This design comes from an exercise in tuning for small area on the open sky130 flow, not from production work.
In this exercise RTL edits were held to simulation tests only and were not proved equivalent to the original.
Power and IR drop assume default switching activity. The flow treats the clock pin as an ideal source, which a real chip does not have.

==> flow/design.v (excerpt) <==
module regfile(
input wire clk_i,
input wire rst_n_i,
input wire [4:0] rs1_addr_i,
input wire [4:0] rs2_addr_i,
input wire [4:0] rsd_addr_i,
input wire [31:0] rsd_i,
input wire rd_wren_i,
output reg [31:0] rs1_data_o,
output reg [31:0] rs2_data_o
    );
 reg [31:0] array [0:31];
 reg [31:0] valid;
 reg        rst_seen;
 wire       rden = rst_n_i & ~rd_wren_i;
 wire       rsel = rden & rst_seen;
 wire [31:0] dec1, dec2, decw;
 integer i;
 regfile_dec #(.MASKED(0)) u_decw (.a(rsd_addr_i), .en(rd_wren_i), .m(valid), .y(decw));  
 regfile_dec u_dec1 (.a(rs1_addr_i), .en(rsel), .m(valid), .y(dec1));
 regfile_dec u_dec2 (.a(rs2_addr_i), .en(rsel), .m(valid), .y(dec2));
 always @( posedge clk_i or negedge rst_n_i) begin
 if(!rst_n_i) begin
  rst_seen <= 1'b0;
 end
 else begin
  rst_seen <= rst_n_i;  
 end
 end
 always @( posedge clk_i) begin
  valid <= (valid & {32{rst_seen}}) | decw;
 end
 always @( posedge clk_i) begin
 for (i=0; i<32; i=i+1)
  if(decw[i]) array[i] <= rsd_i;
 end
 wire [32:0] sel1 = {~rden, dec1};
 wire [32:0] sel2 = {~rden, dec2};
 wire [31:0] nxt1, nxt2;
 genvar b, r;
 generate for (b=0; b<32; b=b+1) begin : bit_g
  wire [32:0] d1, d2;
  for (r=0; r<32; r=r+1) begin : row_g
   assign d1[r] = array[r][b];
  end
  assign d1[32] = rs1_data_o[b];
  assign d2[31:0] = d1[31:0];
  ...
==> flow/config.mk <==
export PLATFORM = sky130hd
export DESIGN_NAME = regfile
export DESIGN_NICKNAME = regfile
export VERILOG_FILES = /design/flow/design.v
export SDC_FILE = /design/flow/constraint.sdc
export NUM_CORES = 4
export LEC_CHECK = 0
export CAP_MARGIN = 0
export CORE_MARGIN = 2
export CORE_UTILIZATION = 40
export PLACE_DENSITY = 0.6
export SLEW_MARGIN = 0
export SYNTH_HIERARCHICAL = 1
==> flow/constraint.sdc <==
create_clock -name core_clock -period 5.0 [get_ports {clk_i}]
set_input_delay 1.0000 -clock core_clock [delete_from_list [all_inputs] [get_ports {clk_i}]]
set_output_delay 1.0000 -clock core_clock [all_outputs]
set_load 0.01 [all_outputs]
standard.sh (not shown) runs the stock make flow with config.mk's settings and CLKGATE_MAP_FILE= SYNTH_SCRIPT=/design/flow/synth_recipe.tcl, a recipe that flattens the netlist after the stock synthesis.
==> flow/flow/run.sh <==
#!/bin/bash
# The standard ORFS layout (the standard.sh, standard synthesis unchanged) with two
# options changed through ORFS's own variables:
#  - clock tree synthesis without dummy loads, with the buffers and sink clusters set below;
#  - port buffers of cell buf_1 (every input and output port still gets its buffer).
set -euo pipefail
export CTS_ARGS="-sink_clustering_enable -repair_clock_nets -dont_use_dummy_load -buf_list sky130_fd_sc_hd__clkbuf_16 -root_buf sky130_fd_sc_hd__clkbuf_16 -tree_buf sky130_fd_sc_hd__clkbuf_16 -sink_clustering_buffer sky130_fd_sc_hd__clkbuf_16 -sink_clustering_size 28 -sink_clustering_max_diameter 80"
export BUFFER_PORTS_ARGS="-buffer_cell sky130_fd_sc_hd__buf_1"
bash standard.sh finish > flow_make.log 2>&1
Rerun with:
--- a/flow/flow/run.sh
+++ b/flow/flow/run.sh
@@ -7 +7 @@
-export CTS_ARGS="-sink_clustering_enable -repair_clock_nets -dont_use_dummy_load -buf_list sky130_fd_sc_hd__clkbuf_16 -root_buf sky130_fd_sc_hd__clkbuf_16 -tree_buf sky130_fd_sc_hd__clkbuf_16 -sink_clustering_buffer sky130_fd_sc_hd__clkbuf_16 -sink_clustering_size 28 -sink_clustering_max_diameter 80"
+export CTS_ARGS="-sink_clustering_enable -repair_clock_nets -dont_use_dummy_load -buf_list sky130_fd_sc_hd__clkbuf_16 -root_buf sky130_fd_sc_hd__clkbuf_16 -tree_buf sky130_fd_sc_hd__clkbuf_16 -sink_clustering_buffer sky130_fd_sc_hd__clkbuf_16 -sink_clustering_size 32 -sink_clustering_max_diameter 90"
Utilization came out lower by 0.14 points; first-iteration DRC count is lower by 2.2%; clock power goes down by 5.4%; design area is lower by 0.32%.
Rerun with:
--- a/flow/flow/run.sh
+++ b/flow/flow/run.sh
@@ -7 +7 @@
-export CTS_ARGS="-sink_clustering_enable -repair_clock_nets -dont_use_dummy_load -buf_list sky130_fd_sc_hd__clkbuf_16 -root_buf sky130_fd_sc_hd__clkbuf_16 -tree_buf sky130_fd_sc_hd__clkbuf_16 -sink_clustering_buffer sky130_fd_sc_hd__clkbuf_16 -sink_clustering_size 32 -sink_clustering_max_diameter 90"
+export CTS_ARGS="-sink_clustering_enable -repair_clock_nets -dont_use_dummy_load -buf_list {sky130_fd_sc_hd__clkbuf_8 sky130_fd_sc_hd__clkbuf_16} -root_buf sky130_fd_sc_hd__clkbuf_16 -tree_buf sky130_fd_sc_hd__clkbuf_16 -sink_clustering_buffer sky130_fd_sc_hd__clkbuf_8 -sink_clustering_size 16 -sink_clustering_max_diameter 80"
After rerunning:
- design area climbs by 0.33%
- critical path depth does not change
- worst hold slack barely changes
- setup slack is better by 48 ps
Rerun with:
==> flow/run.sh (new file) <==
#!/bin/bash
# synth_recipe.tcl (not shown) runs the flow's synth.tcl, then flattens the netlist and writes it again
# the make line also repeats each setting of config.mk as NAME=value (left out here)
make -C /OpenROAD-flow-scripts/flow DESIGN_CONFIG=/design/flow/config.mk WORK_HOME=/design/flow/orfs CLKGATE_MAP_FILE= SYNTH_SCRIPT=/design/flow/synth_recipe.tcl finish
Settings changed: CTS_BUF_LIST set to sky130_fd_sc_hd__clkbuf_16, CTS_CLUSTER_DIAMETER set to 80, CTS_CLUSTER_SIZE set to 28.
removed: flow/flow/run.sh
removed: flow/standard.sh
Result: The new run finished with timing, DRC and antenna clean; total power is higher by 2.9%; die area is unchanged; sequential share of layout area shrinks by 1.6 points; maximum frequency is lower by 3.5%.

---

The RTL this note starts from:
==> flow/design.v <==
`timescale 1ns / 1ps
module regfile_aoi222(
input wire [2:0] a,
input wire [2:0] b,
output wire y
    );
 assign y = ~|(a & b);
endmodule
module regfile_rdbit(
input wire [32:0] d,
input wire [32:0] s,
output wire y
    );
 wire [10:0] t;
 genvar g;
 generate for (g=0; g<11; g=g+1) begin : grp
  regfile_aoi222 u (.a(d[3*g+2:3*g]), .b(s[3*g+2:3*g]), .y(t[g]));
 end endgenerate
 assign y = ~&t;
endmodule
module regfile_dec #(parameter MASKED = 1) (
input wire [4:0] a,
input wire en,
input wire [31:0] m,
output wire [31:0] y
    );
 wire [3:0] lo;
 wire [7:0] hi;
 genvar g;
 generate for (g=0; g<4; g=g+1) begin : lo_g
  assign lo[g] = en & (a[1:0] == g);
 end
 for (g=0; g<8; g=g+1) begin : hi_g
  assign hi[g] = (a[4:2] == g);
 end
 for (g=0; g<32; g=g+1) begin : y_g
  assign y[g] = lo[g%4] & hi[g/4] & (m[g] | !MASKED);
 end endgenerate
endmodule
module regfile(
input wire clk_i,
input wire rst_n_i,
input wire [4:0] rs1_addr_i,
input wire [4:0] rs2_addr_i,
input wire [4:0] rsd_addr_i,
input wire [31:0] rsd_i,
input wire rd_wren_i,
output reg [31:0] rs1_data_o,
output reg [31:0] rs2_data_o
    );
 reg [31:0] array [0:31];
 reg [31:0] valid;
 reg        rst_seen;
 wire       rden = rst_n_i & ~rd_wren_i;
 wire       rsel = rden & rst_seen;
 wire [31:0] dec1, dec2, decw;
 integer i;
 regfile_dec #(.MASKED(0)) u_decw (.a(rsd_addr_i), .en(rd_wren_i), .m(valid), .y(decw));  
 regfile_dec u_dec1 (.a(rs1_addr_i), .en(rsel), .m(valid), .y(dec1));
 regfile_dec u_dec2 (.a(rs2_addr_i), .en(rsel), .m(valid), .y(dec2));
 always @( posedge clk_i or negedge rst_n_i) begin
 if(!rst_n_i) begin
  rst_seen <= 1'b0;
 end
 else begin
  rst_seen <= rst_n_i;  
 end
 end
 always @( posedge clk_i) begin
  valid <= (valid & {32{rst_seen}}) | decw;
 end
 always @( posedge clk_i) begin
 for (i=0; i<32; i=i+1)
  if(decw[i]) array[i] <= rsd_i;
 end
 wire [32:0] sel1 = {~rden, dec1};
 wire [32:0] sel2 = {~rden, dec2};
 wire [31:0] nxt1, nxt2;
 genvar b, r;
 generate for (b=0; b<32; b=b+1) begin : bit_g
  wire [32:0] d1, d2;
  for (r=0; r<32; r=r+1) begin : row_g
   assign d1[r] = array[r][b];
  end
  assign d1[32] = rs1_data_o[b];
  assign d2[31:0] = d1[31:0];
  assign d2[32] = rs2_data_o[b];
  regfile_rdbit u1 (.d(d1), .s(sel1), .y(nxt1[b]));
  regfile_rdbit u2 (.d(d2), .s(sel2), .y(nxt2[b]));
 end endgenerate
 always @( posedge clk_i) begin
  rs1_data_o <= nxt1;
  rs2_data_o <= nxt2;
 end
endmodule
==> flow/config.mk <==
export PLATFORM = sky130hd
export DESIGN_NAME = regfile
export DESIGN_NICKNAME = regfile
export VERILOG_FILES = /design/flow/design.v
export SDC_FILE = /design/flow/constraint.sdc
export NUM_CORES = 4
export LEC_CHECK = 0
export CAP_MARGIN = 0
export CORE_MARGIN = 2
export CORE_UTILIZATION = 40
export GPL_ROUTABILITY_DRIVEN = 0
export PLACE_DENSITY = 0.6
export SLEW_MARGIN = 0
export SYNTH_HIERARCHICAL = 1
==> flow/constraint.sdc <==
create_clock -name core_clock -period 5.0 [get_ports {clk_i}]
set_input_delay 1.0000 -clock core_clock [delete_from_list [all_inputs] [get_ports {clk_i}]]
set_output_delay 1.0000 -clock core_clock [all_outputs]
set_load 0.01 [all_outputs]
==> flow/flow/run.sh <==
#!/bin/bash
# The standard ORFS layout (the standard.sh, standard synthesis unchanged) with two
# options changed through ORFS's own variables:
#  - clock tree synthesis without dummy loads, with the buffers and sink clusters set below;
#  - port buffers of cell buf_1 (every input and output port still gets its buffer).
set -euo pipefail
export CTS_ARGS="-sink_clustering_enable -repair_clock_nets -dont_use_dummy_load -buf_list sky130_fd_sc_hd__clkbuf_16 -root_buf sky130_fd_sc_hd__clkbuf_16 -tree_buf sky130_fd_sc_hd__clkbuf_16 -sink_clustering_buffer sky130_fd_sc_hd__clkbuf_16 -sink_clustering_size 32 -sink_clustering_max_diameter 90"
export BUFFER_PORTS_ARGS="-buffer_cell sky130_fd_sc_hd__buf_1"
bash standard.sh finish > flow_make.log 2>&1
Change:
--- a/flow/config.mk
+++ b/flow/config.mk
@@ -9,5 +9,4 @@
 export CORE_MARGIN = 2
-export CORE_UTILIZATION = 40
-export GPL_ROUTABILITY_DRIVEN = 0
-export PLACE_DENSITY = 0.6
+export CORE_UTILIZATION = 45
+export PLACE_DENSITY = 0.65
 export SLEW_MARGIN = 0
Effect: The new run passed the timing, design-rule and antenna checks. Cell count falls by 3.5%. Final area went down by about 0.4%. Sequential share of layout area rises by 0.28 points. Maximum frequency falls by 2.5%. First-iteration DRC count went up by about 3%. Wire length drops by about 6%. Worst setup slack degrades by 97 ps. Die area fell by 11%.

==> afterwards: timing with drivers on the ports <==
No port has a modelled driver above. Below, the same layouts with a new extraction and two added sets of constraints.
Step 1 assumes that a clkbuf_16 drives the clock port and a buf_2 every other input.
Step 2 adds t to the input delays and takes it off the output delays; t is the mean of the earliest and latest rising clock arrival at the registers after step 1. Input paths then give back, and output paths get back, about the clock's delay inside the block.
Three values: no drivers, after step 1, after step 2; two values: the first two.
run | t (ns) | setup WS [ns] | worst slew at a driven data input, ns | pins driven straight from the clock port
the first run of note 1 | 0.700 | 1.240 / 1.285 / 0.585 | 0.04 | 1
the second run of note 1 | 0.707 | 1.255 / 1.299 / 0.592 | 0.04 | 1
the third run of note 1 | 0.680 | 1.303 / 1.344 / 0.663 | 0.04 | 1
the fourth run of note 1 | 0.731 | 1.169 / 1.220 / 0.489 | 0.07 | 1
the first run of note 2 | 0.707 | 1.255 / 1.299 / 0.592 | 0.04 | 1
the second run of note 2 | 0.691 | 1.157 / 1.157 / 0.971 | 0.07 | 1
After both steps setup and hold are still met in every run listed. For the fourth run of note 1, which loses most, drivers alone change the setup slack by +0.051 ns; drivers and shift together by -0.680 ns.
